This is an optimization exercise on Yosys and OpenROAD, whose aim is small area, not a production implementation.
Function was checked by simulation only, so behaviour that the tests miss may differ from the original.
Power and IR drop assume default switching activity.

### design/flow/design.v
module Keyboard (
    input [2:0] kb_lang,
    input [10:0] ps2_key,
    input pulse,
    input reset,
    output reg caps_lock,
    output [7:0] ascii_code
);
    localparam kb_US = 3'd0;
    localparam kb_GB = 3'd1;
    localparam kb_DE = 3'd2;
    localparam kb_FR = 3'd3;
    localparam kb_IT = 3'd4;
    localparam kb_ES = 3'd5;
    localparam k_F0 = 8'd192;
    localparam NONE = 8'hFF;
    wire [2:0] lang = kb_lang;
    wire ps2_pressed = ps2_key[9];
    wire ps2_released = ~ps2_pressed;
    reg old_ps2_stb;
    reg n_SHIFT_L; wire SHIFT_L = ~n_SHIFT_L;
    reg n_SHIFT_R; wire SHIFT_R = ~n_SHIFT_R;
    reg n_CTRL_L; wire CTRL_L = ~n_CTRL_L;
    reg n_CTRL_R; wire CTRL_R = ~n_CTRL_R;
    reg n_ALT_L; wire ALT_L = ~n_ALT_L;
    reg n_ALT_R; wire ALT_R = ~n_ALT_R;
    reg [7:0] n_joy;
    reg [7:0] n_ascii;
    wire SHIFT = SHIFT_L | SHIFT_R;
    wire CTRL = CTRL_L | CTRL_R;
    wire ALT = ALT_L | ALT_R;
    wire ps2_changed = (old_ps2_stb ^ ps2_key[10]);
    wire [7:0] CAPSTOGGLE = (SHIFT ^ caps_lock) ? 8'h00 : 8'h20;
    wire [7:0] CTRLMASK = CTRL ? 8'h1f : 8'hff;
    wire [8:0] keycode = ps2_key[8:0];
    assign ascii_code = (~n_ascii) & (~n_joy);
    always @(posedge pulse) begin
        old_ps2_stb <= ps2_key[10];
        if (reset) begin
            caps_lock <= 0;
            n_SHIFT_L <= 1;
            n_SHIFT_R <= 1;
            n_CTRL_L <= 1;
            n_CTRL_R <= 1;
            n_ALT_L <= 1;
            n_ALT_R <= 1;
            n_joy <= 8'h00;
            n_ascii <= 8'h00;
        end else if (ps2_changed) begin
            case (keycode)
                9'h012: begin n_ascii <= 8'h00; n_SHIFT_L <= ~ps2_pressed; end
                9'h059: begin n_ascii <= 8'h00; n_SHIFT_R <= ~ps2_pressed; end
                9'h014: begin n_ascii <= 8'h00; n_CTRL_L  <= ~ps2_pressed; end
                9'h114: begin n_ascii <= 8'h00; n_CTRL_R  <= ~ps2_pressed; end
                9'h011: begin n_ascii <= 8'h00; n_ALT_L   <= ~ps2_pressed; end
                9'h111: begin n_ascii <= 8'h00; n_ALT_R   <= ~ps2_pressed; end
                9'h058: begin n_ascii <= 8'h00; caps_lock <= caps_lock ^ ps2_pressed; end
                default: begin end
            endcase
            if (ALT_R) begin
                case (lang)
                kb_DE:
                    case (keycode)
                    9'h15: n_ascii <= ~("@" & CTRLMASK);
                    9'h3d: n_ascii <= ~("{");
                    9'h3e: n_ascii <= ~("[" & CTRLMASK);
                    9'h45: n_ascii <= ~("}");
                    9'h46: n_ascii <= ~("]" & CTRLMASK);
                    9'h4e: n_ascii <= ~(8'h5c & CTRLMASK);
                    9'h5b: n_ascii <= ~("~");
                    9'h5d: n_ascii <= ~("#");
                    9'h61: n_ascii <= ~("|");
                    default: n_ascii <= ~(NONE);
                    endcase
                kb_FR:
                    case (keycode)
                    9'h15: n_ascii <= ~("@" & CTRLMASK);  
                    9'h1e: n_ascii <= ~("~");
                    9'h25: n_ascii <= ~("{" & CTRLMASK);
                    9'h26: n_ascii <= ~("#");
                    9'h2e: n_ascii <= ~("[" & CTRLMASK);
                    9'h36: n_ascii <= ~("|");
                    9'h3d: n_ascii <= ~("`");
                    9'h3e: n_ascii <= ~(8'h5c & CTRLMASK);
                    9'h45: n_ascii <= ~("@" & CTRLMASK);
                    9'h46: n_ascii <= ~("^" & CTRLMASK);
                    9'h4e: n_ascii <= ~("]" & CTRLMASK);
                    9'h55: n_ascii <= ~("}");  
                    9'h61: n_ascii <= ~("|");
                    default: n_ascii <= ~(NONE);
                    endcase
                kb_IT:
                    case (keycode)
                    9'h3d: n_ascii <= ~("{");
                    9'h3e: n_ascii <= ~("[" & CTRLMASK);
                    9'h45: n_ascii <= ~("}");
                    9'h46: n_ascii <= ~("]" & CTRLMASK);
                    9'h4c: n_ascii <= ~("@" & CTRLMASK);
                    9'h4e: n_ascii <= ~("`");
                    9'h52: n_ascii <= ~("#");
                    9'h54: n_ascii <= ~("[" & CTRLMASK);
                    9'h55: n_ascii <= ~("~");
                    9'h5b: n_ascii <= ~("]" & CTRLMASK);
                    default: n_ascii <= ~(NONE);
                    endcase
                kb_ES:
                    case (keycode)
                    9'h0e: n_ascii <= ~(8'h5c & CTRLMASK);
                    9'h16: n_ascii <= ~("|");
                    9'h1e: n_ascii <= ~("@" & CTRLMASK);
                    9'h25: n_ascii <= ~("~");
                    9'h26: n_ascii <= ~("#");
                    9'h52: n_ascii <= ~("{");
                    9'h54: n_ascii <= ~("[" & CTRLMASK);
                    9'h5b: n_ascii <= ~("]" & CTRLMASK);
                    9'h5d: n_ascii <= ~("}");
                    9'h61: n_ascii <= ~("|");
                    default: n_ascii <= ~(NONE);
                    endcase
                default: n_ascii <= ~(NONE);
                endcase
            end else begin  
                case (keycode)
                    9'h05: n_ascii <= ~(k_F0 + 8'd1);
                    9'h06: n_ascii <= ~(k_F0 + 8'd2);
                    9'h04: n_ascii <= ~(k_F0 + 8'd3);
                    9'h0c: n_ascii <= ~(k_F0 + 8'd4);
                    9'h03: n_ascii <= ~(k_F0 + 8'd5);
                    9'h0b: n_ascii <= ~(k_F0 + 8'd6);
                    9'h83: n_ascii <= ~(k_F0 + 8'd7);
                    9'h0a: n_ascii <= ~(k_F0 + 8'd8);
                    9'h01: n_ascii <= ~(k_F0 + 8'd9);
                    9'h09: n_ascii <= ~(k_F0 +8'd10);
                    9'h78: n_ascii <= ~(k_F0 +8'd11);
                    9'h07: n_ascii <= ~(k_F0 +8'd12);     
                    9'h174: n_joy[0] <= ps2_pressed;      
                    9'h16b: n_joy[1] <= ps2_pressed;      
                    9'h172: n_joy[2] <= ps2_pressed;      
                    9'h175: n_joy[3] <= ps2_pressed;      
                    9'h17d: n_joy[4] <= ps2_pressed;      
                    9'h171: if (CTRL & ALT) n_joy[4] <= ps2_pressed; 
                        else n_joy[7] <= ps2_pressed;     
                    9'h17a: n_joy[5] <= ps2_pressed;      
                    9'h170, 9'h16c:
                            n_joy[6] <= ps2_pressed;      
                    9'h169: n_joy[7] <= ps2_pressed;      
                    9'h0d:  n_ascii <= ~(8'h09);    
                    9'h5a, 9'h15a:
                            n_ascii <= ~(8'h0a);   
                    9'h76:  n_ascii <= ~(8'h1b);   
                    9'h66:  n_ascii <= ~(8'h7f);  
                    9'h29:  n_ascii <= ~(" ");
                    9'h16:
                        case (lang)
                        kb_FR:  n_ascii <= ~(SHIFT ? "1" : "&");
                        default:n_ascii <= ~(SHIFT ? "!" : "1");
                        endcase
                    9'h1e:
                        case (lang)
                        kb_FR:  n_ascii <= ~(SHIFT ? "2" : NONE);
                        kb_US:  n_ascii <= ~(SHIFT ? "@" : "2");
                        default:n_ascii <= ~(SHIFT ? "\"": "2");
                        endcase
                    9'h26:
                        case (lang)
                        kb_FR:  n_ascii <= ~(SHIFT ? "3" : "\"");
                        kb_US:  n_ascii <= ~(SHIFT ? "#" : "3");
                        default:n_ascii <= ~(SHIFT ? NONE : "3");
                        endcase
                    9'h25:
                        case (lang)
                        kb_FR:  n_ascii <= ~(SHIFT ? "4" : "'");
                        default:n_ascii <= ~(SHIFT ? "$" : "4");
                        endcase
                    9'h2e:
                        case (lang)
                        kb_FR:  n_ascii <= ~(SHIFT ? "5" : "(");
                        default:n_ascii <= ~(SHIFT ? "%" : "5");
                        endcase
                    9'h36:
                        case (lang)
                        kb_FR:  n_ascii <= ~(SHIFT ? "6" : "-");
                        kb_US, kb_GB:
                                n_ascii <= ~(SHIFT ? ("^" & CTRLMASK) : "6");
                        default:n_ascii <= ~(SHIFT ? "&" : "6");
                        endcase
                    9'h3d:
                        case (lang)
                        kb_FR:  n_ascii <= ~(SHIFT ? "7" : NONE);
                        kb_US, kb_GB:
                                n_ascii <= ~(SHIFT ? "&" : "7");
                        default:n_ascii <= ~(SHIFT ? "/" : "7");
                        endcase
                    9'h3e:
                        case (lang)
                        kb_FR:  n_ascii <= ~(SHIFT ? "8" : ("_" & CTRLMASK));
                        kb_US, kb_GB:
                                n_ascii <= ~(SHIFT ? "*" : "8");
                        default:n_ascii <= ~(SHIFT ? "(" : "8");
                        endcase
                    9'h46:
                        case (lang)
                        kb_FR:  n_ascii <= ~(SHIFT ? "9" : NONE);
                        kb_US, kb_GB:
                                n_ascii <= ~(SHIFT ? "(" : "9");
                        default:n_ascii <= ~(SHIFT ? ")" : "9");
                        endcase
                    9'h45:
                        case (lang)
                        kb_FR:  n_ascii <= ~(SHIFT ? "0" : NONE);
                        kb_US, kb_GB:
                                n_ascii <= ~(SHIFT ? ")" : "0");
                        default:n_ascii <= ~(SHIFT ? "=" : "0");
                        endcase
                    9'h71: n_ascii <= ~(".");
                    9'h7b: n_ascii <= ~("-");
                    9'h79: n_ascii <= ~("+");
                    9'h7c: n_ascii <= ~("*");
                    9'h14a:n_ascii <= ~("/");
                    9'h70: n_ascii <= ~("0");
                    9'h69: n_ascii <= ~("1");
                    9'h72: n_ascii <= ~("2");
                    9'h7a: n_ascii <= ~("3");
                    9'h6b: n_ascii <= ~("4");
                    9'h73: n_ascii <= ~("5");
                    9'h74: n_ascii <= ~("6");
                    9'h6c: n_ascii <= ~("7");
                    9'h75: n_ascii <= ~("8");
                    9'h7d: n_ascii <= ~("9");
                    9'h0e:
                        case (lang)
                        kb_IT:  n_ascii <= ~(SHIFT ? "|" : (8'h5c & CTRLMASK));
                        kb_DE:  n_ascii <= ~(SHIFT ? NONE : ("^" & CTRLMASK));
                        kb_GB:  n_ascii <= ~(SHIFT ? NONE : "`");
                        kb_US:  n_ascii <= ~(SHIFT ? "~" : "`");
                        default:n_ascii <= ~(NONE);
                        endcase
                    9'h4c:
                        case (lang)
                        kb_FR:  n_ascii <= ~(("M" | CAPSTOGGLE) & CTRLMASK);
                        kb_US, kb_GB:
                                n_ascii <= ~(SHIFT ? ":" : ";");
                        default:n_ascii <= ~(NONE);
                        endcase
                    9'h41:
                        case (lang)
                        kb_FR:  n_ascii <= ~(SHIFT ? "." : ";");
                        kb_US, kb_GB:
                                n_ascii <= ~(SHIFT ? "<" : ",");
                        default:n_ascii <= ~(SHIFT ? ";" : ",");
                        endcase
                    9'h49:
                        case (lang)
                        kb_FR:  n_ascii <= ~(SHIFT ? "/" : ":");
                        kb_US, kb_GB:
                                n_ascii <= ~(SHIFT ? ">" : ".");
                        default:n_ascii <= ~(SHIFT ? ":" : ".");
                        endcase
                    9'h4a:
                        case (lang)
                        kb_FR:  n_ascii <= ~(SHIFT ? NONE : "!");
                        kb_US, kb_GB:
                                n_ascii <= ~(SHIFT ? (CTRL ? 8'h7f : "?") : "/");
                        default:n_ascii <= ~(SHIFT ? ("_" & CTRLMASK) : "-");
                        endcase
                    9'h4e:
                        case (lang)
                        kb_IT, kb_ES:
                                n_ascii <= ~(SHIFT ? (CTRL ? 8'h7f : "?") : "'");
                        kb_DE:  n_ascii <= ~(SHIFT ? (CTRL ? 8'h7f : "?") : NONE);
                        kb_FR:  n_ascii <= ~(SHIFT ? NONE : ")");
                        default:n_ascii <= ~(SHIFT ? ("_" & CTRLMASK) : "-");
                        endcase
                    9'h52:
                        case (lang)
                        kb_FR:  n_ascii <= ~(SHIFT ? "%" : NONE);
                        kb_US:  n_ascii <= ~(SHIFT ? "\"" : "'");
                        kb_GB:  n_ascii <= ~(SHIFT ? "@" : "'");
                        default:n_ascii <= ~(NONE);
                        endcase
                    9'h54:
                        case (lang)
                        kb_ES:  n_ascii <= ~(SHIFT ? ("^" & CTRLMASK) : "`");
                        kb_FR:  n_ascii <= ~(SHIFT ? NONE : ("^" & CTRLMASK));
                        kb_US, kb_GB:
                                n_ascii <= ~(SHIFT ? "{" : ("[" & CTRLMASK));
                        default:n_ascii <= ~(NONE);
                        endcase
                    9'h55:
                        case (lang)
                        kb_DE:  n_ascii <= ~(SHIFT ? "`" : "'");
                        kb_IT:  n_ascii <= ~(SHIFT ? ("^" & CTRLMASK) : NONE);
                        kb_ES:  n_ascii <= ~(NONE);
                        default:n_ascii <= ~(SHIFT ? "+" : "=");
                        endcase
                    9'h5b:
                        case (lang)
                        kb_FR:  n_ascii <= ~(SHIFT ? NONE : "$");
                        kb_US, kb_GB:
                                n_ascii <= ~(SHIFT ? "}" : ("]" & CTRLMASK));
                        default:n_ascii <= ~(SHIFT ? "*" : "+");
                        endcase
                    9'h5d:
                        case (lang)
                        kb_US:  n_ascii <= ~(SHIFT ? "|" : (8'h5c & CTRLMASK));
                        kb_GB:  n_ascii <= ~(SHIFT ? "~" : "#");
                        kb_DE:  n_ascii <= ~(SHIFT ? "'" : "#");
                        kb_FR:  n_ascii <= ~(SHIFT ? NONE : "*");
                        default:n_ascii <= ~(NONE);
                        endcase
                    9'h61:
                        case (lang)
                        kb_US:  n_ascii <= ~(NONE);
                        kb_GB:  n_ascii <= ~(SHIFT ? "|" : (8'h5c & CTRLMASK));
                        default:n_ascii <= ~(SHIFT ? ">" : "<");
                        endcase
                    9'h1c: n_ascii <= ~(((lang == kb_FR ? "Q" : "A") | CAPSTOGGLE) & CTRLMASK);
                    9'h32: n_ascii <= ~(("B" | CAPSTOGGLE) & CTRLMASK);
                    9'h21: n_ascii <= ~(("C" | CAPSTOGGLE) & CTRLMASK);
                    9'h23: n_ascii <= ~(("D" | CAPSTOGGLE) & CTRLMASK);
                    9'h24: n_ascii <= ~(("E" | CAPSTOGGLE) & CTRLMASK);
                    9'h2b: n_ascii <= ~(("F" | CAPSTOGGLE) & CTRLMASK);
                    9'h34: n_ascii <= ~(("G" | CAPSTOGGLE) & CTRLMASK);
                    9'h33: n_ascii <= ~(("H" | CAPSTOGGLE) & CTRLMASK);
                    9'h43: n_ascii <= ~(("I" | CAPSTOGGLE) & CTRLMASK);
                    9'h3b: n_ascii <= ~(("J" | CAPSTOGGLE) & CTRLMASK);
                    9'h42: n_ascii <= ~(("K" | CAPSTOGGLE) & CTRLMASK);
                    9'h4b: n_ascii <= ~(("L" | CAPSTOGGLE) & CTRLMASK);
                    9'h3a: if (lang == kb_FR) n_ascii <= ~(SHIFT ? (CTRL ? 8'h7f : "?") : ",");
                        else n_ascii <= ~(("M" | CAPSTOGGLE) & CTRLMASK);
                    9'h31: n_ascii <= ~(("N" | CAPSTOGGLE) & CTRLMASK);
                    9'h44: n_ascii <= ~(("O" | CAPSTOGGLE) & CTRLMASK);
                    9'h4d: n_ascii <= ~(("P" | CAPSTOGGLE) & CTRLMASK);
                    9'h15: n_ascii <= ~(((lang == kb_FR ? "A" : "Q") | CAPSTOGGLE) & CTRLMASK);
                    9'h2d: n_ascii <= ~(("R" | CAPSTOGGLE) & CTRLMASK);
                    9'h1b: n_ascii <= ~(("S" | CAPSTOGGLE) & CTRLMASK);
                    9'h2c: n_ascii <= ~(("T" | CAPSTOGGLE) & CTRLMASK);
                    9'h3c: n_ascii <= ~(("U" | CAPSTOGGLE) & CTRLMASK);
                    9'h2a: n_ascii <= ~(("V" | CAPSTOGGLE) & CTRLMASK);
                    9'h1d: n_ascii <= ~(((lang == kb_FR ? "Z" : "W") | CAPSTOGGLE) & CTRLMASK);
                    9'h22: n_ascii <= ~(("X" | CAPSTOGGLE) & CTRLMASK);
                    9'h35: n_ascii <= ~(((lang == kb_DE ? "Z" : "Y") | CAPSTOGGLE) & CTRLMASK);
                    9'h1a: n_ascii <= ~(((lang == kb_FR ? "W" : lang == kb_DE ? "Y" : "Z" ) | CAPSTOGGLE) & CTRLMASK);
                    default: n_ascii <= 8'h00;
                endcase
            end
        end else if (ps2_released)
            n_ascii <= 8'h00;
    end
endmodule
### design/flow/flow/run.sh
#!/bin/bash
# Own flow: the standard synthesis, then an area re-optimisation of the gates between the
# flip-flops (flip-flops untouched: same instances, names and cells), then the standard
# layout from that netlist, with the smallest buffer on the ports and a small clock tree.
set -euo pipefail
HERE=$(pwd)
R=$HERE/orfs/results/$FLOW_PLATFORM/Keyboard/base
LIB=$FLOW_HOME/platforms/$FLOW_PLATFORM/lib/sky130_fd_sc_hd__tt_025C_1v80.lib
bash standard.sh synth > $HERE/std_synth.log 2>&1
cp $R/1_2_yosys.v $HERE/std_netlist.v
# the flip-flop cells the standard synthesis used
KEEP=$(grep -o 'sky130_fd_sc_hd__[a-z]*df[a-z0-9_]*' $HERE/std_netlist.v | sort -u | tr '\n' ' ' | sed 's/ $//')
# deepsyn from several random seeds in parallel; keep the smallest result
SEEDS="1 2 3 4"
for s in $SEEDS; do
  sed -e "s/@SEED@/$s/" -e "s/@TIME@/${DEEPSYN_T:-300}/" $HERE/flow/area.abc.in > $HERE/area_$s.abc
  LIB_FILE=$LIB IN_NETLIST=$HERE/std_netlist.v OUT_NETLIST=$HERE/opt_netlist_$s.v KEEP_CELLS="$KEEP" \
  ABC_SCRIPT=$HERE/area_$s.abc STAT_FILE=$HERE/reopt_stat_$s.txt \
    yosys -c $HERE/flow/reopt.tcl > $HERE/reopt_$s.log 2>&1 &
done
wait
best=""; bestA=""
for s in $SEEDS; do
  a=$(grep -i "chip area for module" $HERE/reopt_stat_$s.txt | awk '{print $NF}') || continue
  echo "seed $s area $a" >> $HERE/reopt_summary.log
  if [[ -z "$best" ]] || awk -v a="$a" -v b="$bestA" 'BEGIN{exit !(a<b)}'; then best=$s; bestA=$a; fi
done
echo "best seed $best area $bestA" >> $HERE/reopt_summary.log
cp $HERE/opt_netlist_$best.v $HERE/opt_netlist.v
# prove the re-optimised gates equal to the standard ones (flip-flops cut, paired by instance name)
python3 $HERE/flow/cutff.py $HERE/std_netlist.v $HERE/eq_std.v
python3 $HERE/flow/cutff.py $HERE/opt_netlist.v $HERE/eq_opt.v
if ! yosys -p "
read_liberty -ignore_miss_func $LIB; read_verilog $HERE/eq_std.v; hierarchy -top $FLOW_TOP; flatten; rename $FLOW_TOP gold; design -stash g;
read_liberty -ignore_miss_func $LIB; read_verilog $HERE/eq_opt.v; hierarchy -top $FLOW_TOP; flatten; rename $FLOW_TOP gate; design -stash h;
design -copy-from g -as gold gold; design -copy-from h -as gate gate;
miter -equiv -flatten -make_assert gold gate miter; hierarchy -top miter; sat -verify -prove-asserts miter" > $HERE/reopt_equiv.log 2>&1; then
  echo "re-optimised netlist not proven equal; using the standard one" >> $HERE/reopt_summary.log
  cp $HERE/std_netlist.v $HERE/opt_netlist.v
fi
yosys -p "read_liberty -lib $LIB; read_verilog $HERE/opt_netlist.v; hierarchy -check -top $FLOW_TOP; check -assert" > $HERE/reopt_check.log 2>&1
if grep -q 'lpflow\|probe' $HERE/opt_netlist.v; then echo "don't-use cell in netlist" >&2; exit 1; fi
cp $HERE/opt_netlist.v $R/1_2_yosys.v
touch $R/1_2_yosys.v
bash standard.sh finish \
  BUFFER_PORTS_ARGS="-buffer_cell sky130_fd_sc_hd__buf_1" \
  CTS_ARGS="-sink_clustering_enable -repair_clock_nets -dont_use_dummy_load -buf_list sky130_fd_sc_hd__clkbuf_8" \
  > $HERE/layout.log 2>&1
### design/flow/flow/area.abc.in
strash
dc2
balance; resub -K 6; rewrite; resub -K 6 -N 2; refactor; resub -K 8; balance; resub -K 8 -N 2; rewrite; resub -K 10; rewrite -z; resub -K 10 -N 2; balance; resub -K 12; refactor -z; resub -K 12 -N 2; rewrite -z; balance
balance -l; resub -K 6 -l; rewrite -l; resub -K 6 -N 2 -l; refactor -l; resub -K 8 -l; balance -l; resub -K 8 -N 2 -l; rewrite -l; resub -K 10 -l; rewrite -z -l; resub -K 10 -N 2 -l; balance -l; resub -K 12 -l; refactor -z -l; resub -K 12 -N 2 -l; rewrite -z -l; balance -l
&get -n
&deepsyn -T @TIME@ -S @SEED@
&put
&get -n
&dch -f
&nf -R 1000
&put
topo
### design/flow/flow/cutff.py
import re,sys
t=open(sys.argv[1]).read()
pat=re.compile(r'^\s*sky130_fd_sc_hd__df\w+\s+(\\\S+|\w+)\s*\(\s*\.CLK\(([^)]*)\),\s*\.D\(([^)]*)\),\s*\.Q\(([^)]*)\)\s*\);',re.M)
ffs=sorted(pat.findall(t), key=lambda x:x[0])
t=pat.sub('',t)
ports=[];body=[]
for i,(name,clk,d,q) in enumerate(ffs):
    ports.append(f'ffq_{i}'); ports.append(f'ffd_{i}')
    body.append(f'  input ffq_{i};\n  output ffd_{i};\n  assign {q.strip()} = ffq_{i};\n  assign ffd_{i} = {d.strip()};\n')
t=re.sub(r'module\s+\w+\s*\(', 'module Keyboard('+', '.join(ports)+', ', t, count=1)
t=t.replace('endmodule', ''.join(body)+'endmodule')
open(sys.argv[2],'w').write(t)
print(len(ffs),'flops cut', file=sys.stderr)
### design/flow/flow/reopt.tcl
# Re-optimise the combinational logic of the standard synthesis netlist with a stronger
# area-oriented ABC script. Every flip-flop instance of the standard netlist is kept as it is
# (same instance name, same cell), only the gates between them are remapped.
yosys -import
set lib $::env(LIB_FILE)
read_liberty -ignore_miss_func $lib
read_verilog $::env(IN_NETLIST)
hierarchy -top $::env(FLOW_TOP)
foreach m [split $::env(KEEP_CELLS) " "] {
  setattr -mod -set keep_hierarchy 1 $m
}
flatten
yosys rename -hide w:*.*
opt_clean -purge
# cells the platform marks don't-use
set dont_use {}
set fh [open $lib r]
while {[gets $fh line] >= 0} {
  if {[regexp {^\s*cell\s*\(\s*"?(sky130_fd_sc_hd__(lpflow|probe)[A-Za-z0-9_]*)"?\s*\)} $line -> name]} {
    lappend dont_use -dont_use $name
  }
}
close $fh
abc -liberty $lib -script $::env(ABC_SCRIPT) {*}$dont_use
opt_clean -purge
hierarchy -top $::env(FLOW_TOP)
blackbox sky130_fd_sc_hd__*
splitnets
opt_clean -purge
hilomap -singleton -hicell sky130_fd_sc_hd__conb_1 HI -locell sky130_fd_sc_hd__conb_1 LO
insbuf -buf sky130_fd_sc_hd__buf_4 A X
# left out here: hide names made inside functions
tee -o $::env(STAT_FILE) stat -liberty $lib

write_verilog -noattr -nohex -nodec $::env(OUT_NETLIST)
### design/flow/standard.sh
#!/bin/bash
# synth_recipe.tcl (not shown) runs the flow's synth.tcl, then flattens the netlist and writes it again
# the make line also repeats each setting of config.mk as NAME=value (left out here)
make -C /OpenROAD-flow-scripts/flow DESIGN_CONFIG=/design/flow/config.mk WORK_HOME=/design/flow/orfs CLKGATE_MAP_FILE= SYNTH_SCRIPT=/design/flow/synth_recipe.tcl "${@:-finish}"
### design/flow/config.mk
export PLATFORM = sky130hd
export DESIGN_NAME = Keyboard
export DESIGN_NICKNAME = Keyboard
export VERILOG_FILES = /design/flow/design.v
export SDC_FILE = /design/flow/constraint.sdc
export NUM_CORES = 4
export LEC_CHECK = 0
export ABC_AREA = 1
export CAP_MARGIN = 20
export CORE_MARGIN = 2
export CORE_UTILIZATION = 40
export GPL_TIMING_DRIVEN = 0
export SLEW_MARGIN = 20
### design/flow/constraint.sdc
create_clock -name core_clock -period 10.0 [get_ports {pulse}]
set_input_delay 2.0000 -clock core_clock [delete_from_list [all_inputs] [get_ports {pulse}]]
set_output_delay 2.0000 -clock core_clock [all_outputs]
set_load 0.01 [all_outputs]
==> flow_metrics.tcl, run 1 <==
set metrics [dict create \
    syn-cell-area_mm2 0.002831 \
    cts_root_buffer "clkbuf_8" \
    slew_headroom_pct 25.22 \
    synth_nets 489 \
    cp.arrival_ns 6.24 \
    track_usage_pct 38.08 \
    via_count 4254 \
    maxSlewViolCount 0 \
    peakVddDrop_uv 43.83 \
    tns_ns 0 \
    grt_pass1_wl_um 22310 \
    period_share_pct 60.80 \
    pre_cts_ws_ns 3.881 \
    wl_per_cell_um 24.24 \
    yosys_warnings 1 \
    ioPinCount 25 \
    dp_hpwl_um 11010 \
    fin_nets 518 \
    hp-class "reg -> reg" \
    finalHoldViolCount 0 \
    die_h_um 88.14 \
    p_seq_share_pct 44.3 \
    drtPass1Iterations 6 \
    fmax_ghz 0.1645 \
    rsz0062_at_grt "no" \
    crit_required_ns 10.16 \
    rows 30 \
    p_per_area_mw_per_mm2 71.79 \
    htree_levels 1 \
    cp_top_family "simple AND/OR/NAND/NOR gates" \
    cts.sink_count 24 \
    cp-endpoint "n_ascii[6]$_SDFFE_PP0P_" \
    worst-path-buf-inv 1 \
    port_buffers 24 \
    rr_startpoint "n_SHIFT_L$_SDFFE_PP1P_" \
    grt_antenna_before_repair 0 \
    regArea_um2 480.5 \
    grt_pass1_vias 3945 \
    combPwrFrac_pct 31.1 \
    finalPower_uw 221.9 \
    grt.overflow.total 0 \
    cts-resized-gates 0 \
    layout_setup_ws_ns 3.920 \
    startpoint "ps2_key[0]" \
    setup_viol_count_final 0 \
    via_per_inst 7.138 \
    crit_slowest_cell "nor2b_1" \
    post_cts_buffers 0 \
    cp-end-kind "flop" \
    crit_cells 15 \
    ant_nets 0 \
    worstReg2RegEnd "n_ascii[6]$_SDFFE_PP0P_" \
    max_stage_delay_ns 0.93 \
    min_period_ns 6.080 \
    drtIter0Drc 659 \
    grt_max_degree 28 \
    cap_viol_max_count 0 \
    cts_tree "yes" \
    avgSynthCellArea_um2 5.986 \
    p_switching_uw 80.60 \
    p_sw_share_pct 36.33 \
    multi_input_area_mm2 0.002341 \
    finalClockSkew_ns 0.008781 \
    cts_hold_buf 0 \
    nFillCells 756 \
    crit_type "in -> reg" \
    core_area_mm2 0.006832 \
    initial_core_util_pct 41.45 \
    drt-total-wl_um 14450 \
    intPower_uw 141.3 \
    leakagePower_uw 0.001037 \
    regToRegSetupSlack_ns 6.54 \
    worst-path-max-fanout 16 \
    crit_path_start_kind "input pin" \
    synthToLayoutAreaGrowth_pct 9.147 \
    routabilityCongestion 1.101 \
    crit_chain "buf_1, nor2b_1, nand3_1, nor3_1, a21oi_1, or3b_1, a2bb2oi_1, a21oi_1, nor4_1, nor2_1, nand2_1, nand4_1, nand3_1, nand4_1, a32o_1" \
    diodes 0 \
    dieArea_mm2 0.007768 \
    clockBufferDepth 2 \
    die_w_um 88.14 \
    synthCells 473 \
    worst_pin_slew_ns 1.113 \
    r2r_cells 8 \
    clock_latency_ns 0.26 \
    layout-drive-gt1-share_pct 1.200 \
    status "timing/DRC/antenna clean" \
    clock_power_share_pct 24.5 \
    drc 0 \
    cts_buffers 3 \
    path_clk_slew_ns 0.08 \
]
cell type report:
| type | instances | area share (%) |
|---|---|---|
| Clock buffer | 3 | 1.336 |
| Sequential cell | 24 | 15.55 |
| Tap cell | 96 | 3.887 |
| Inverter | 4 | 0.4858 |
| Multi-Input combinational cell | 445 | 75.75 |
| Timing Repair Buffer | 24 | 2.996 |
per-layer routing:
layer,GRT usage (%),share of wire [%],up-vias
li1,-,-,1854
met3,9.237,13,81
met1,51.72,40,1953
met5,0,0,-
met4,17.77,5.6,0
met2,56.68,42,366
worst reg2reg max path, stage by stage, from the launching register on:
cell	delay [ns]
dfxtp_1	0.35
and2_0	0.58
nand2_1	0.41
a221oi_1	0.39
nand2_1	0.10
or4_1	0.41
a2111oi_0	0.65
nand4_1	0.19
a32o_1	0.29
metrics by stage:
stage	hold slack, ns	std cells	instance area (um^2)	util, %
finish	0.4607	596	3090	45.24
detailed placement	0.4490	593	3047	44.60
global placement	0.4364	593	3042	44.52
floorplan	0.4257	473	2831	-
CTS	0.4682	596	3088	45.20
global route	0.4905	596	3090	45.24
layout by cell type (no fill, tap or decap), types with 7 or more instances in the layout:
cell,n
nor2_1,95
nand2_1,60
a21oi_1,54
nand3_1,36
o21ai_0,34
nor3_1,26
dfxtp_1,24
buf_1,22
nor2b_1,13
nand2b_1,12
a31oi_1,10
nand4_1,10
or3_1,9
o22ai_1,7
nor4_1,7
power groups by stage:
stage                     Sequential, uW  Clock (uW)  Combinational (uW)
after floorplan                      100           0                35.9
after global placement               101           0                65.4
after detailed placement             101           0                64.6
after CTS                           98.3        56.3                64.9
after global routing                98.5        59.1                73.2
final                               98.3        54.5                69.1
sequential cells by signal, indices dropped and copies added (netlist names):
register     flops
n_ALT_R          1
n_CTRL_R         1
n_ALT_L          1
old_ps2_stb      1
n_SHIFT_L        1
caps_lock        1
n_SHIFT_R        1
n_joy            8
n_CTRL_L         1
n_ascii          8
how the worst min path moves through the flow:
| stage | start | end | slack [ns] | cells past startpoint |
|---|---|---|---|---|
| 3_3_place_gp | n_ascii[3]$_SDFFE_PP0P_ | n_ascii[3]$_SDFFE_PP0P_ | 0.44 | 1 |
| 2_1_floorplan | n_ascii[4]$_SDFFE_PP0P_ | n_ascii[4]$_SDFFE_PP0P_ | 0.43 | 2 |
| 4_1_cts | n_ascii[5]$_SDFFE_PP0P_ | n_ascii[5]$_SDFFE_PP0P_ | 0.47 | 1 |
| 3_5_place_dp | n_ascii[3]$_SDFFE_PP0P_ | n_ascii[3]$_SDFFE_PP0P_ | 0.45 | 1 |
| 5_1_grt | n_ascii[3]$_SDFFE_PP0P_ | n_ascii[3]$_SDFFE_PP0P_ | 0.49 | 1 |
| 6_report | n_ascii[3]$_SDFFE_PP0P_ | n_ascii[3]$_SDFFE_PP0P_ | 0.46 | 1 |
==> run 2, diff against run 1 <==
--- a/design/flow/design.v
+++ b/design/flow/design.v
@@ -33,7 +33,7 @@
     wire [7:0] CAPSTOGGLE = (SHIFT ^ caps_lock) ? 8'h00 : 8'h20;
     wire [7:0] CTRLMASK = CTRL ? 8'h1f : 8'hff;
     wire [8:0] keycode = ps2_key[8:0];
-    assign ascii_code = (~n_ascii) & (~n_joy);
+    assign ascii_code = ~(n_ascii | n_joy);
     always @(posedge pulse) begin
         old_ps2_stb <= ps2_key[10];
         if (reset) begin
--- a/design/flow/flow/run.sh
+++ b/design/flow/flow/run.sh
@@ -10,23 +10,28 @@
 cp $R/1_2_yosys.v $HERE/std_netlist.v
 # the flip-flop cells the standard synthesis used
 KEEP=$(grep -o 'sky130_fd_sc_hd__[a-z]*df[a-z0-9_]*' $HERE/std_netlist.v | sort -u | tr '\n' ' ' | sed 's/ $//')
-# deepsyn from several random seeds in parallel; keep the smallest result
-SEEDS="1 2 3 4"
+# deepsyn from several random seeds, NUM_CORES at a time; keep the smallest result
+SEEDS="1 2 3 4 5 6 7 8"
+n=0
 for s in $SEEDS; do
   sed -e "s/@SEED@/$s/" -e "s/@TIME@/${DEEPSYN_T:-300}/" $HERE/flow/area.abc.in > $HERE/area_$s.abc
   LIB_FILE=$LIB IN_NETLIST=$HERE/std_netlist.v OUT_NETLIST=$HERE/opt_netlist_$s.v KEEP_CELLS="$KEEP" \
   ABC_SCRIPT=$HERE/area_$s.abc STAT_FILE=$HERE/reopt_stat_$s.txt \
     yosys -c $HERE/flow/reopt.tcl > $HERE/reopt_$s.log 2>&1 &
+  n=$((n+1))
+  if (( n % ${NUM_CORES:-4} == 0 )); then wait; fi
 done
 wait
 best=""; bestA=""
 for s in $SEEDS; do
-  a=$(grep -i "chip area for module" $HERE/reopt_stat_$s.txt | awk '{print $NF}') || continue
+  [[ -f $HERE/reopt_stat_$s.txt ]] || continue
+  a=$(grep -i "chip area for module" $HERE/reopt_stat_$s.txt | awk '{print $NF}')
+  [[ -n "$a" ]] || continue
   echo "seed $s area $a" >> $HERE/reopt_summary.log
   if [[ -z "$best" ]] || awk -v a="$a" -v b="$bestA" 'BEGIN{exit !(a<b)}'; then best=$s; bestA=$a; fi
 done
 echo "best seed $best area $bestA" >> $HERE/reopt_summary.log
-cp $HERE/opt_netlist_$best.v $HERE/opt_netlist.v
+if [[ -n "$best" ]]; then cp $HERE/opt_netlist_$best.v $HERE/opt_netlist.v; else cp $HERE/std_netlist.v $HERE/opt_netlist.v; fi
 # prove the re-optimised gates equal to the standard ones (flip-flops cut, paired by instance name)
 python3 $HERE/flow/cutff.py $HERE/std_netlist.v $HERE/eq_std.v
 python3 $HERE/flow/cutff.py $HERE/opt_netlist.v $HERE/eq_opt.v
==> flow_metrics.tcl, run 2 <==
set metrics [dict create \
    synthCells 485 \
    cap_viol_max_count 0 \
    port_buffers 24 \
    layout-drive-gt1-share_pct 1.559 \
    dieArea_mm2 0.007810 \
    worst-path-max-fanout 31 \
    p_per_area_mw_per_mm2 72.42 \
    final_cell_mix "nand2_1 (94), nor2_1 (78), a21oi_1 (57)" \
    worst_pin_slew_ns 1.032 \
    hold_end "n_ascii[6]$_SDFFE_PP0P_" \
    yosys_warnings 1 \
    period_share_pct 61.21 \
    fmax_ghz 0.1634 \
    hp-class "reg -> reg" \
    finalClockSkew_ns 0.01023 \
    nFillCells 777 \
    core_area_mm2 0.006832 \
    synthToLayoutAreaGrowth_pct 9.578 \
    drc 0 \
    ioPinCount 25 \
    regToRegSetupSlack_ns 6.35 \
    grt_pass1_vias 3953 \
    cts.sink_count 24 \
    final_common_cell "nand2_1" \
    syn-cell-area_mm2 0.002848 \
    hold-path-cell-count 1 \
    rows 30 \
    drtPass1Iterations 6 \
    drtIter0Drc 856 \
    tns_ns 0 \
    cp-end-kind "flop" \
    leakagePower_uw 0.001072 \
    avgSynthCellArea_um2 5.872 \
    grt.overflow.total 0 \
    status "timing/DRC/antenna clean" \
    path_clk_slew_ns 0.07 \
    die_w_um 88.38 \
    via_count 4366 \
    grt_max_degree 32 \
    track_usage_pct 39.33 \
    via_per_inst 7.169 \
    ant_nets 0 \
    min_period_ns 6.121 \
    crit_required_ns 10.21 \
    clock_latency_ns 0.27 \
    initial_core_util_pct 41.68 \
    crit_type "in -> reg" \
    cp.arrival_ns 6.33 \
    grt_antenna_before_repair 0 \
    post_cts_buffers 0 \
    post_dp_cell_area_mm2 0.003078 \
    slew_headroom_pct 31.17 \
    setup_viol_count_final 0 \
    rsz0062_at_grt "no" \
    hp-start "n_ascii[6]$_SDFFE_PP0P_" \
    clockBufferDepth 2 \
    r2r_cells 7 \
    routabilityCongestion 1.148 \
    wl_per_cell_um 24.79 \
    finalHoldViolCount 0 \
    cts-resized-gates 0 \
    cts_root_buffer "clkbuf_8" \
    crit_path_start_kind "input pin" \
    diodes 0 \
    rr_startpoint "n_SHIFT_L$_SDFFE_PP1P_" \
    synth_nets 501 \
    peakVddDrop_uv 62.76 \
    maxSlewViolCount 0 \
    htree_levels 1 \
    dp_hpwl_um 11510 \
    die_h_um 88.38 \
    cts_buffers 3 \
    grt_pass1_wl_um 22870 \
    cts_tree "yes" \
    fin_area_mm2 0.003120 \
    biggestRegsByFlops "n_ascii x8, n_joy x8" \
    drt-total-wl_um 15100 \
    cts_hold_buf 0 \
    worstReg2RegEnd "n_ascii[6]$_SDFFE_PP0P_" \
    fin_nets 531 \
]
==> run 2: per-stage QoR <==
| step | power (uW) | utilization [%] | hold WS, ns | cells | worst slack, ns |
|---|---|---|---|---|---|
| finish | 226.0 | 45.68 | 0.4808 | 609 | 3.879 |
| global route | 235.1 | 45.68 | 0.4940 | 609 | 3.706 |
| CTS | 221.9 | 45.66 | 0.4756 | 609 | 4.134 |
| detailed placement | 167.6 | 45.05 | 0.4517 | 606 | 3.849 |
| global placement | 168.0 | 44.76 | 0.4464 | 605 | 2.999 |
| floorplan | 136.9 | - | 0.4257 | 485 | 5.679 |
==> run 2: power breakdown <==
part | internal, uW | switching (uW)
Clock | 26.9 | 29.0
Combinational | 17.5 | 53.6
Sequential | 97.6 | 1.32
==> run 2: final cells by class <==
cell class / count / area (um^2) / area share [%]
multi-input combinational: 456 / 2360 / 75.62
sequential: 24 / 480.5 / 15.40
tap: 96 / 120.1 / 3.849
timing repair buffer: 25 / 100.1 / 3.208
clock buffer: 3 / 41.29 / 1.323
inverter: 5 / 18.77 / 0.6014
==> run 2: how the worst max path moves through the flow <==
| stage | depth (start not counted) | start | end | slack (ns) |
|---|---|---|---|---|
| after floorplan | 11 | ps2_key[2] | n_ascii[6]$_SDFFE_PP0P_ | 5.68 |
| after global placement | 12 | ps2_key[3] | n_ascii[6]$_SDFFE_PP0P_ | 3.00 |
| after detailed placement | 12 | ps2_key[1] | n_ascii[6]$_SDFFE_PP0P_ | 3.85 |
| after CTS | 12 | ps2_key[1] | n_ascii[6]$_SDFFE_PP0P_ | 4.13 |
| after global routing | 12 | ps2_key[3] | n_ascii[6]$_SDFFE_PP0P_ | 3.71 |
| final | 12 | ps2_key[3] | n_ascii[6]$_SDFFE_PP0P_ | 3.88 |
==> run 2: per-layer routing <==
layer,global-route usage (%),wire length [um]
met4,18.32,992
met3,9.142,1943
met1,53.63,5867
met2,58.65,6294
met5,0,0
==> run 2: worst max-delay path: stages <==
cell	delay, ns
buf_2	0.50
clkinv_1	0.50
and3_1	0.44
o31ai_1	0.35
nor3_1	0.09
a211oi_1	0.36
o21ai_0	0.21
nor4_1	0.86
o21ai_0	0.28
a2111o_1	0.42
a32oi_1	0.19
a21o_1	0.10
==> run 3, diff against run 2 <==
--- a/design/flow/flow/run.sh
+++ b/design/flow/flow/run.sh
@@ -11,10 +11,10 @@
 # the flip-flop cells the standard synthesis used
 KEEP=$(grep -o 'sky130_fd_sc_hd__[a-z]*df[a-z0-9_]*' $HERE/std_netlist.v | sort -u | tr '\n' ' ' | sed 's/ $//')
 # deepsyn from several random seeds, NUM_CORES at a time; keep the smallest result
-SEEDS="1 2 3 4 5 6 7 8"
+SEEDS="1 2 3 4"
 n=0
 for s in $SEEDS; do
-  sed -e "s/@SEED@/$s/" -e "s/@TIME@/${DEEPSYN_T:-300}/" $HERE/flow/area.abc.in > $HERE/area_$s.abc
+  sed -e "s/@SEED@/$s/" -e "s/@TIME@/${DEEPSYN_T:-1500}/" $HERE/flow/area.abc.in > $HERE/area_$s.abc
   LIB_FILE=$LIB IN_NETLIST=$HERE/std_netlist.v OUT_NETLIST=$HERE/opt_netlist_$s.v KEEP_CELLS="$KEEP" \
   ABC_SCRIPT=$HERE/area_$s.abc STAT_FILE=$HERE/reopt_stat_$s.txt \
     yosys -c $HERE/flow/reopt.tcl > $HERE/reopt_$s.log 2>&1 &
==> flow_metrics.tcl, run 3 <==
set metrics [dict create \
    cts-resized-gates 0 \
    fmax_ghz 0.1459 \
    crit_chain "buf_1, nand3_1, nor3_1, o21ai_0, o21ai_0, a2111oi_0, a21oi_1, o21ai_0, nand2_1, a31oi_1, a2111oi_0, o21ai_0, a22o_1" \
    via_per_inst 7.497 \
    cts_tree "yes" \
    worst-path-max-fanout 18 \
    drtIter0Drc 1025 \
    clock_latency_ns 0.27 \
    wl_per_cell_um 24.91 \
    final_cell_mix "nor2_1 (71), nand2_1 (66), o21ai_0 (47)" \
    peakVddDrop_uv 49.98 \
    routabilityCongestion 1.144 \
    critPathMostFrequentCell "o21ai_0" \
    cts_root_buffer "clkbuf_8" \
    cp_top_family "compound AO/OA/AOI/OAI gates" \
    max_stage_delay_ns 0.98 \
    die_w_um 87.52 \
    crit_required_ns 10.17 \
    finalClockSkew_ns 0.01179 \
    biggestRegsByFlops "n_ascii x8, n_joy x8" \
    synth_nets 474 \
    worst_hold_slack_ns 0.4511 \
    worst-path-buf-inv 1 \
    p_per_area_mw_per_mm2 77.52 \
    cts_buffers 3 \
    die_h_um 87.52 \
    grt_antenna_before_repair 0 \
    crit_type "in -> reg" \
    grt.overflow.total 0 \
    hp-start "n_ascii[1]$_SDFFE_PP0P_" \
    finalHoldViolCount 0 \
    drc 0 \
    grt_pass1_vias 3796 \
    initial_core_util_pct 41.30 \
    drt-total-wl_um 14070 \
    setup_viol_count_final 0 \
    dp_hpwl_um 10480 \
    cts_hold_buf 0 \
    rsz0062_at_grt "no" \
    utilization_pct 44.83 \
    port_buffers 24 \
    core_area_mm2 0.006756 \
    layout-drive-gt1-share_pct 1.237 \
    cp-end-kind "flop" \
    ant_nets 0 \
    rows 30 \
    fin_nets 503 \
    grt_max_degree 38 \
    htree_levels 1 \
    synthToLayoutAreaGrowth_pct 8.565 \
    crit_path_start_kind "input pin" \
    min_period_ns 6.855 \
    clockBufferDepth 2 \
    status "timing/DRC/antenna clean" \
    startpoint "ps2_key[1]" \
    final_common_cell "nor2_1" \
    diodes 0 \
    cts.sink_count 24 \
    hp-class "reg -> reg" \
    rr_startpoint "n_SHIFT_L$_SDFFE_PP1P_" \
    maxSlewViolCount 0 \
    period_share_pct 68.55 \
    dieArea_mm2 0.007660 \
    worst_pin_slew_ns 1.272 \
    yosys_warnings 1 \
    ioPinCount 25 \
    crit_slowest_cell "nor3_1" \
    via_count 4236 \
    drtPass1Iterations 7 \
    cap_viol_max_count 0 \
    grt_pass1_wl_um 21210 \
    track_usage_pct 36.48 \
    avgSynthCellArea_um2 6.092 \
    leakagePower_uw 0.0009904 \
    path_clk_slew_ns 0.08 \
    syn-cell-area_mm2 0.002790 \
    post_cts_buffers 0 \
    slew_headroom_pct 13.02 \
    tns_ns 0 \
    cp.arrival_ns 7.02 \
    synthCells 458 \
]
[run 3: tightest hold or removal path, stage by stage, from the launching register on]
cell	delay (ns)
dfxtp_1	0.32
nand2_1	0.05
nand2_1	0.04
[run 3: stage by stage]
| step | instance area, um^2 | setup WS (ns) | total power, uW | instances |
|---|---|---|---|---|
| floorplan | 2790 | 5.242 | 142.4 | 458 |
| global placement | 2980 | 2.567 | 177.2 | 562 |
| detailed placement | 2988 | 3.478 | 175.5 | 562 |
| CTS | 3029 | 3.720 | 230.9 | 565 |
| global route | 3029 | 3.219 | 242.9 | 565 |
| finish | 3029 | 3.145 | 234.8 | 565 |
[run 3: path summary, 6_finish.rpt]
kind / endpoint / slack (ns) / cells after the start
max: n_ascii[6]$_SDFFE_PP0P_ / 3.15 / 13
min: n_ascii[1]$_SDFFE_PP0P_ / 0.45 / 2
max reg2reg: n_ascii[6]$_SDFFE_PP0P_ / 6.31 / 12
min reg2reg: n_ascii[1]$_SDFFE_PP0P_ / 0.45 / 2
[run 3: power breakdown]
group	switching (uW)	total, uW	leakage (uW)	internal [uW]
sequential	1.46	99.2	0.000194	97.7
clock	28.8	55.7	0.0000216	26.9
combinational	60.6	79.9	0.000774	19.3
total	90.8	235	0.000990	144
[run 3: metal layers]
layer	up-vias	wire length [um]	global-route usage, %
met1	1849	5158	49.12
met4	0	888	15.38
met2	465	5544	52.89
met5	-	0	0
met3	112	2482	12.51
li1	1810	-	-
[run 3: area by class of cell]
type | count | area [um^2]
Multi-Input combinational cell | 428 | 2292
Sequential cell | 24 | 480.5
Inverter | 6 | 22.52
Timing Repair Buffer | 24 | 92.59
Tap cell | 80 | 100.1
Clock buffer | 3 | 41.29
Fill cell | 740 | 3727
==> run 4, diff against run 3 <==
--- a/design/flow/flow/run.sh
+++ b/design/flow/flow/run.sh
@@ -11,10 +11,10 @@
 # the flip-flop cells the standard synthesis used
 KEEP=$(grep -o 'sky130_fd_sc_hd__[a-z]*df[a-z0-9_]*' $HERE/std_netlist.v | sort -u | tr '\n' ' ' | sed 's/ $//')
 # deepsyn from several random seeds, NUM_CORES at a time; keep the smallest result
-SEEDS="1 2 3 4"
+SEEDS="5 6 7 8"
 n=0
 for s in $SEEDS; do
-  sed -e "s/@SEED@/$s/" -e "s/@TIME@/${DEEPSYN_T:-1500}/" $HERE/flow/area.abc.in > $HERE/area_$s.abc
+  sed -e "s/@SEED@/$s/" -e "s/@TIME@/${DEEPSYN_T:-2100}/" $HERE/flow/area.abc.in > $HERE/area_$s.abc
   LIB_FILE=$LIB IN_NETLIST=$HERE/std_netlist.v OUT_NETLIST=$HERE/opt_netlist_$s.v KEEP_CELLS="$KEEP" \
   ABC_SCRIPT=$HERE/area_$s.abc STAT_FILE=$HERE/reopt_stat_$s.txt \
     yosys -c $HERE/flow/reopt.tcl > $HERE/reopt_$s.log 2>&1 &
==> flow_metrics.tcl, run 4 <==
set metrics [dict create \
    cts_hold_buf 0 \
    grt_antenna_before_repair 0 \
    port_buffers 24 \
    fin_nets 507 \
    cts_root_buffer "clkbuf_8" \
    core_area_mm2 0.006832 \
    worst_pin_slew_ns 1.159 \
    drc 0 \
    crit_required_ns 10.16 \
    avgSynthCellArea_um2 6.145 \
    hold_end "n_ascii[2]$_SDFFE_PP0P_" \
    ant_nets 0 \
    synthToLayoutAreaGrowth_pct 9.123 \
    tns_ns 0 \
    cts-resized-gates 0 \
    rsz0062_at_grt "no" \
    htree_levels 1 \
    crit_type "in -> reg" \
    drtPass1Iterations 6 \
    layout-drive-gt1-share_pct 1.227 \
    setup_viol_count_final 0 \
    final_common_cell "nor2_1" \
    slew_headroom_pct 22.71 \
    wl_per_cell_um 25.41 \
    cp.arrival_ns 7.80 \
    peakVddDrop_uv 60.60 \
    cts_buffers 3 \
    die_w_um 88.25 \
    cts_tree "yes" \
    nFillCells 785 \
    grt_pass1_vias 3771 \
    via_count 4357 \
    cts.sink_count 24 \
    cap_viol_max_count 0 \
    status "timing/DRC/antenna clean" \
    fmax_ghz 0.1309 \
    fin_cells 585 \
    yosys_warnings 1 \
    via_per_inst 7.448 \
    die_h_um 88.25 \
    placed_cells 582 \
    finalClockSkew_ns 0.009701 \
    grt_pass1_wl_um 21980 \
    drtIter0Drc 699 \
    rows 30 \
    cp-end-kind "flop" \
    hp-start "n_ascii[2]$_SDFFE_PP0P_" \
    r2r_cells 19 \
    worstReg2RegEnd "n_ascii[7]$_SDFFE_PP0P_" \
    post_cts_buffers 0 \
    worst-path-max-fanout 22 \
    ioPinCount 25 \
    drt-total-wl_um 14870 \
    syn-cell-area_mm2 0.002839 \
    biggestRegsByFlops "n_ascii x8, n_joy x8" \
    maxSlewViolCount 0 \
    min_period_ns 7.639 \
    crit_path_start_kind "input pin" \
    grt.overflow.total 0 \
    synthCells 462 \
    track_usage_pct 37.92 \
    utilization_pct 45.35 \
    rr_startpoint "n_SHIFT_L$_SDFFE_PP1P_" \
    finalHoldViolCount 0 \
    regToRegSetupSlack_ns 5.60 \
    leakagePower_uw 0.001064 \
    dp_hpwl_um 11170 \
    diodes 0 \
    synth_nets 478 \
    grt_max_degree 38 \
    hp-class "reg -> reg" \
    final_cell_mix "nor2_1 (79), nand2_1 (69), a21oi_1 (44)" \
    p_per_area_mw_per_mm2 74.16 \
    clockBufferDepth 2 \
    clock_latency_ns 0.27 \
    hold-path-cell-count 2 \
    dieArea_mm2 0.007787 \
    initial_core_util_pct 41.56 \
    period_share_pct 76.39 \
    path_clk_slew_ns 0.07 \
    routabilityCongestion 1.154 \
]
-- run 4: area by class of cell --
type,count,area [um^2],share of cell area (%)
inverter,2,7.507,0.2423
sequential,24,480.5,15.51
timing repair buffer,24,92.59,2.989
multi-input combinational,436,2356,76.05
tap,96,120.1,3.877
clock buffer,3,41.29,1.333
-- run 4: worst max-delay path by stage --
stage	cells after the start	slack [ns]	to	start
6_report	21	2.36	n_ascii[7]$_SDFFE_PP0P_	ps2_key[1]
2_1_floorplan	21	4.61	n_ascii[7]$_SDFFE_PP0P_	ps2_key[1]
5_1_grt	21	2.32	n_ascii[7]$_SDFFE_PP0P_	ps2_key[1]
3_5_place_dp	21	2.53	n_ascii[7]$_SDFFE_PP0P_	ps2_key[1]
3_3_place_gp	21	2.26	n_ascii[7]$_SDFFE_PP0P_	ps2_key[3]
4_1_cts	21	2.79	n_ascii[7]$_SDFFE_PP0P_	ps2_key[1]
-- run 4: routing by layer --
layer / routed length [um] / GRT usage, % / part of all wire [%]
met1: 5764 / 52.00 / 39
met2: 6001 / 55.23 / 40
met3: 2091 / 10.35 / 14
met4: 1009 / 17.36 / 6.8
met5: 0 / 0 / 0
-- run 4: stage by stage --
| step | area (um^2) | hold slack, ns | setup slack [ns] | power, uW |
|---|---|---|---|---|
| after floorplan | 2839 | 0.4163 | 4.614 | 137.5 |
| after global placement | 3049 | 0.4343 | 2.263 | 171.0 |
| after detailed placement | 3055 | 0.4431 | 2.530 | 169.8 |
| after CTS | 3097 | 0.4528 | 2.792 | 225.0 |
| after global routing | 3098 | 0.4709 | 2.317 | 236.3 |
| final | 3098 | 0.4540 | 2.361 | 229.7 |
-- run 4: power by group --
group          switching, uW  internal (uW)
Sequential              1.15           97.4
Combinational           57.2           17.8
Clock                   29.2           27.0
Total                   87.6            142
-- run 4: worst max-delay path: stages --
cell      delay, ns
buf_1          0.83
nor2b_1        0.76
o21ai_0        0.19
and3_1         0.32
nand3_1        0.13
nor2_1         0.11
a21boi_0       0.63
o211ai_1       0.19
o21a_1         0.17
or4_1          0.59
and4_1         0.27
nor2_1         0.09
o21ai_0        0.11
a21oi_1        0.19
nor2_1         0.08
nand4b_1       0.22
nor2_1         0.23
nand3_1        0.15
nor3_1         0.28
a31oi_1        0.09
a21o_1         0.17
==> run 5, diff against run 4 <==
--- a/design/flow/design.v
+++ b/design/flow/design.v
@@ -18,13 +18,13 @@
     wire ps2_pressed = ps2_key[9];
     wire ps2_released = ~ps2_pressed;
     reg old_ps2_stb;
-    reg n_SHIFT_L; wire SHIFT_L = ~n_SHIFT_L;
-    reg n_SHIFT_R; wire SHIFT_R = ~n_SHIFT_R;
-    reg n_CTRL_L; wire CTRL_L = ~n_CTRL_L;
-    reg n_CTRL_R; wire CTRL_R = ~n_CTRL_R;
-    reg n_ALT_L; wire ALT_L = ~n_ALT_L;
-    reg n_ALT_R; wire ALT_R = ~n_ALT_R;
-    reg [7:0] n_joy;
+    reg SHIFT_L;
+    reg SHIFT_R;
+    reg CTRL_L;
+    reg CTRL_R;
+    reg ALT_L;
+    reg ALT_R;
+    reg [7:0] joy_key;
     reg [7:0] n_ascii;
     wire SHIFT = SHIFT_L | SHIFT_R;
     wire CTRL = CTRL_L | CTRL_R;
@@ -33,27 +33,27 @@
     wire [7:0] CAPSTOGGLE = (SHIFT ^ caps_lock) ? 8'h00 : 8'h20;
     wire [7:0] CTRLMASK = CTRL ? 8'h1f : 8'hff;
     wire [8:0] keycode = ps2_key[8:0];
-    assign ascii_code = ~(n_ascii | n_joy);
+    assign ascii_code = (~n_ascii) & (joy_key);
     always @(posedge pulse) begin
         old_ps2_stb <= ps2_key[10];
         if (reset) begin
             caps_lock <= 0;
-            n_SHIFT_L <= 1;
-            n_SHIFT_R <= 1;
-            n_CTRL_L <= 1;
-            n_CTRL_R <= 1;
-            n_ALT_L <= 1;
-            n_ALT_R <= 1;
-            n_joy <= 8'h00;
+            SHIFT_L <= 0;
+            SHIFT_R <= 0;
+            CTRL_L <= 0;
+            CTRL_R <= 0;
+            ALT_L <= 0;
+            ALT_R <= 0;
+            joy_key <= 8'hff;
             n_ascii <= 8'h00;
         end else if (ps2_changed) begin
             case (keycode)
-                9'h012: begin n_ascii <= 8'h00; n_SHIFT_L <= ~ps2_pressed; end
-                9'h059: begin n_ascii <= 8'h00; n_SHIFT_R <= ~ps2_pressed; end
-                9'h014: begin n_ascii <= 8'h00; n_CTRL_L  <= ~ps2_pressed; end
-                9'h114: begin n_ascii <= 8'h00; n_CTRL_R  <= ~ps2_pressed; end
-                9'h011: begin n_ascii <= 8'h00; n_ALT_L   <= ~ps2_pressed; end
-                9'h111: begin n_ascii <= 8'h00; n_ALT_R   <= ~ps2_pressed; end
+                9'h012: begin n_ascii <= 8'h00; SHIFT_L <= ps2_pressed; end
+                9'h059: begin n_ascii <= 8'h00; SHIFT_R <= ps2_pressed; end
+                9'h014: begin n_ascii <= 8'h00; CTRL_L  <= ps2_pressed; end
+                9'h114: begin n_ascii <= 8'h00; CTRL_R  <= ps2_pressed; end
+                9'h011: begin n_ascii <= 8'h00; ALT_L   <= ps2_pressed; end
+                9'h111: begin n_ascii <= 8'h00; ALT_R   <= ps2_pressed; end
                 9'h058: begin n_ascii <= 8'h00; caps_lock <= caps_lock ^ ps2_pressed; end
                 default: begin end
             endcase
@@ -133,17 +133,17 @@
                     9'h09: n_ascii <= ~(k_F0 +8'd10);
                     9'h78: n_ascii <= ~(k_F0 +8'd11);
                     9'h07: n_ascii <= ~(k_F0 +8'd12);     
-                    9'h174: n_joy[0] <= ps2_pressed;      
-                    9'h16b: n_joy[1] <= ps2_pressed;      
-                    9'h172: n_joy[2] <= ps2_pressed;      
-                    9'h175: n_joy[3] <= ps2_pressed;      
-                    9'h17d: n_joy[4] <= ps2_pressed;      
-                    9'h171: if (CTRL & ALT) n_joy[4] <= ps2_pressed; 
-                        else n_joy[7] <= ps2_pressed;     
-                    9'h17a: n_joy[5] <= ps2_pressed;      
+                    9'h174: joy_key[0] <= ps2_released;      
+                    9'h16b: joy_key[1] <= ps2_released;      
+                    9'h172: joy_key[2] <= ps2_released;      
+                    9'h175: joy_key[3] <= ps2_released;      
+                    9'h17d: joy_key[4] <= ps2_released;      
+                    9'h171: if (CTRL & ALT) joy_key[4] <= ps2_released; 
+                        else joy_key[7] <= ps2_released;     
+                    9'h17a: joy_key[5] <= ps2_released;      
                     9'h170, 9'h16c:
-                            n_joy[6] <= ps2_pressed;      
-                    9'h169: n_joy[7] <= ps2_pressed;      
+                            joy_key[6] <= ps2_released;      
+                    9'h169: joy_key[7] <= ps2_released;      
                     9'h0d:  n_ascii <= ~(8'h09);    
                     9'h5a, 9'h15a:
                             n_ascii <= ~(8'h0a);   
--- a/design/flow/flow/run.sh
+++ b/design/flow/flow/run.sh
@@ -11,10 +11,10 @@
 # the flip-flop cells the standard synthesis used
 KEEP=$(grep -o 'sky130_fd_sc_hd__[a-z]*df[a-z0-9_]*' $HERE/std_netlist.v | sort -u | tr '\n' ' ' | sed 's/ $//')
 # deepsyn from several random seeds, NUM_CORES at a time; keep the smallest result
-SEEDS="5 6 7 8"
+SEEDS="1 2 3 4"
 n=0
 for s in $SEEDS; do
-  sed -e "s/@SEED@/$s/" -e "s/@TIME@/${DEEPSYN_T:-2100}/" $HERE/flow/area.abc.in > $HERE/area_$s.abc
+  sed -e "s/@SEED@/$s/" -e "s/@TIME@/${DEEPSYN_T:-1500}/" $HERE/flow/area.abc.in > $HERE/area_$s.abc
   LIB_FILE=$LIB IN_NETLIST=$HERE/std_netlist.v OUT_NETLIST=$HERE/opt_netlist_$s.v KEEP_CELLS="$KEEP" \
   ABC_SCRIPT=$HERE/area_$s.abc STAT_FILE=$HERE/reopt_stat_$s.txt \
     yosys -c $HERE/flow/reopt.tcl > $HERE/reopt_$s.log 2>&1 &
==> flow_metrics.tcl, run 5 <==
set metrics [dict create \
    dieArea_mm2 0.007634 \
    via_per_inst 7.615 \
    finalClockSkew_ns 0.01236 \
    cts_tree "yes" \
    cts.sink_count 24 \
    leakagePower_uw 0.0009522 \
    finalHoldViolCount 0 \
    crit_type "in -> reg" \
    wl_per_cell_um 26.20 \
    grt_pass1_wl_um 22360 \
    tns_ns 0 \
    setup_viol_count_final 0 \
    cp-endpoint "n_ascii[2]$_SDFFE_PP0P_" \
    drtIter0Drc 1008 \
    cp.arrival_ns 6.77 \
    final_common_cell "nor2_1" \
    layout_setup_ws_ns 3.345 \
    initial_core_util_pct 41.15 \
    biggestRegsByFlops "joy_key x8, n_ascii x8" \
    p_per_area_mw_per_mm2 73.97 \
    port_buffers 24 \
    layout-drive-gt1-share_pct 1.653 \
    min_period_ns 6.655 \
    grt_antenna_before_repair 0 \
    synth_nets 472 \
    worst-path-max-fanout 15 \
    rows 30 \
    htree_levels 1 \
    slew_headroom_pct 21.88 \
    cp-end-kind "flop" \
    routabilityCongestion 1.083 \
    avgSynthCellArea_um2 6.097 \
    crit_path_start_kind "input pin" \
    final_cell_mix "nor2_1 (75), nand2_1 (66), o21ai_0 (49)" \
    syn-cell-area_mm2 0.002780 \
    track_usage_pct 38.81 \
    via_count 4295 \
    dp_hpwl_um 11340 \
    path_clk_slew_ns 0.07 \
    hp-class "reg -> reg" \
    ioPinCount 25 \
    status "timing/DRC/antenna clean" \
    cts_hold_buf 0 \
    cts-resized-gates 0 \
    ant_nets 0 \
    die_w_um 87.37 \
    grt_max_degree 28 \
    synthToLayoutAreaGrowth_pct 9.136 \
    max_stage_delay_ns 0.79 \
    period_share_pct 66.55 \
    peakVddDrop_uv 44.06 \
    post_cts_buffers 0 \
    drc 0 \
    drtPass1Iterations 9 \
    clockBufferDepth 2 \
    fmax_ghz 0.1503 \
    critPathMostFrequentCell "a21oi_1" \
    worstReg2RegEnd "n_ascii[1]$_SDFFE_PP0P_" \
    cts_buffers 3 \
    startpoint "ps2_key[1]" \
    grt_pass1_vias 3881 \
    worst_pin_slew_ns 1.161 \
    rsz0062_at_grt "no" \
    regToRegSetupSlack_ns 5.32 \
    fin_nets 502 \
    crit_chain "buf_1, clkinv_1, nand2_1, nor2_1, nor2b_1, o22a_1, a21oi_1, o21bai_1, a21oi_1, nor4b_2, o211ai_1, nor4_1, o21ai_0" \
    dr_wl_met3_um 2198 \
    grt.overflow.total 0 \
    diodes 0 \
    core_area_mm2 0.006756 \
    die_h_um 87.37 \
    routed.top_layer "met4" \
    pre_cts_ws_ns 3.559 \
    maxSlewViolCount 0 \
    r2r_cells 11 \
    cts_root_buffer "clkbuf_8" \
    rr_startpoint "SHIFT_R$_SDFFE_PP0P_" \
    cap_viol_max_count 0 \
    drt-total-wl_um 14780 \
    clock_latency_ns 0.26 \
    met1_length_um 5203 \
    met2_length_um 5982 \
    yosys_warnings 1 \
    crit_slowest_cell "nor4b_2" \
    synthCells 456 \
    crit_required_ns 10.11 \
]
run 5: cell count changes in the layout (fill, tap and decap cells not counted), moves of 4 or more:
cell       before  now
nor4_1          7   12
and2_0          9    3
o21ai_0        31   49
nand3_1        30   20
o2111ai_1       4    0
a31oi_1        13    6
nand4_1         5    9
nor2b_1        14   19
nor2_1         79   75
a21oi_1        44   39
nor3_1         25   30
o211ai_1        5    9
run 5: routing by layer:
layer / global-route usage (%) / vias to the layer above
li1: - / 1800
met1: 49.46 / 1905
met2: 58.82 / 443
met3: 10.14 / 147
met4: 21.96 / 0
met5: 0 / -
run 5: worst max-delay path, delay by kind of cell:
kind                   cells  cell delay (ns)
and+or+nand+nor            5             2.33
buffers and inverters      2             1.10
AOI/OAI and AO/OA          6             1.33
run 5: worst min path at each step:
stage                                  from                       to  slack [ns]  cells past startpoint
floorplan           n_ascii[0]$_SDFFE_PP0P_  n_ascii[0]$_SDFFE_PP0P_        0.43                      2
global placement    n_ascii[2]$_SDFFE_PP0P_  n_ascii[2]$_SDFFE_PP0P_        0.43                      2
detailed placement  n_ascii[3]$_SDFFE_PP0P_  n_ascii[3]$_SDFFE_PP0P_        0.45                      2
CTS                 n_ascii[3]$_SDFFE_PP0P_  n_ascii[3]$_SDFFE_PP0P_        0.46                      2
global route        n_ascii[1]$_SDFFE_PP0P_  n_ascii[1]$_SDFFE_PP0P_        0.50                      2
finish              n_ascii[5]$_SDFFE_PP0P_  n_ascii[5]$_SDFFE_PP0P_        0.47                      2
run 5: report_power, final:
part | switching [uW] | internal, uW | leakage [uW] | total, uW
combinational | 55.9 | 16.1 | 0.000736 | 72.0
clock | 27.3 | 26.8 | 0.0000216 | 54.2
sequential | 1.04 | 97.2 | 0.000194 | 98.3
total | 84.3 | 140 | 0.000952 | 224
run 5: layout make-up:
cell class	instances	area (um^2)
sequential	24	480.5
inverter	4	15.01
timing repair buffer	25	100.1
multi-input combinational	428	2297
tap	80	100.1
clock buffer	3	41.29
fill	736	3722
run 5: stage by stage:
step | std cells | area, um^2 | hold slack [ns] | utilization [%] | total power, uW
after floorplan | 456 | 2780 | 0.4257 | - | 135.4
after global placement | 560 | 2970 | 0.4349 | 43.96 | 167.5
after detailed placement | 561 | 2993 | 0.4484 | 44.30 | 166.5
after CTS | 564 | 3034 | 0.4638 | 44.91 | 219.0
after global routing | 564 | 3034 | 0.4978 | 44.91 | 231.3
final | 564 | 3034 | 0.4661 | 44.91 | 224.4

-- separate check: timing with driven ports --
Ports are ideal in the flow. The routed layouts listed here were re-timed in OpenROAD.
Step 1: set_driving_cell puts a clkbuf_16 on pulse and a buf_2 on each other input, an assumption about the parent block.
Step 2, shift: input delay + t, output delay - t, t = (earliest + latest rising clock arrival at the registers) / 2. This alone moves slack from input paths to output paths.
a / b / c = ideal / step 1 / step 2; a / b = the first two.
run	t, ns	setup WS [ns]	worst hold slack (ns)	worst register clock-pin slew, ns
run 1	0.282	3.920 / 3.920 / 3.637	0.461 / 0.461 / 0.461	0.08 / 0.08
run 2	0.285	3.879 / 3.878 / 3.593	0.481 / 0.481 / 0.481	0.08 / 0.08
run 3	0.286	3.145 / 3.144 / 2.858	0.451 / 0.451 / 0.451	0.08 / 0.08
run 4	0.288	2.361 / 2.356 / 2.068	0.454 / 0.454 / 0.454	0.08 / 0.08
run 5	0.279	3.345 / 3.344 / 3.065	0.466 / 0.466 / 0.466	0.08 / 0.08
After both steps every run listed still meets setup and hold. For run 4, which loses most, drivers alone change the setup slack by -0.005 ns; drivers and shift together by -0.293 ns.
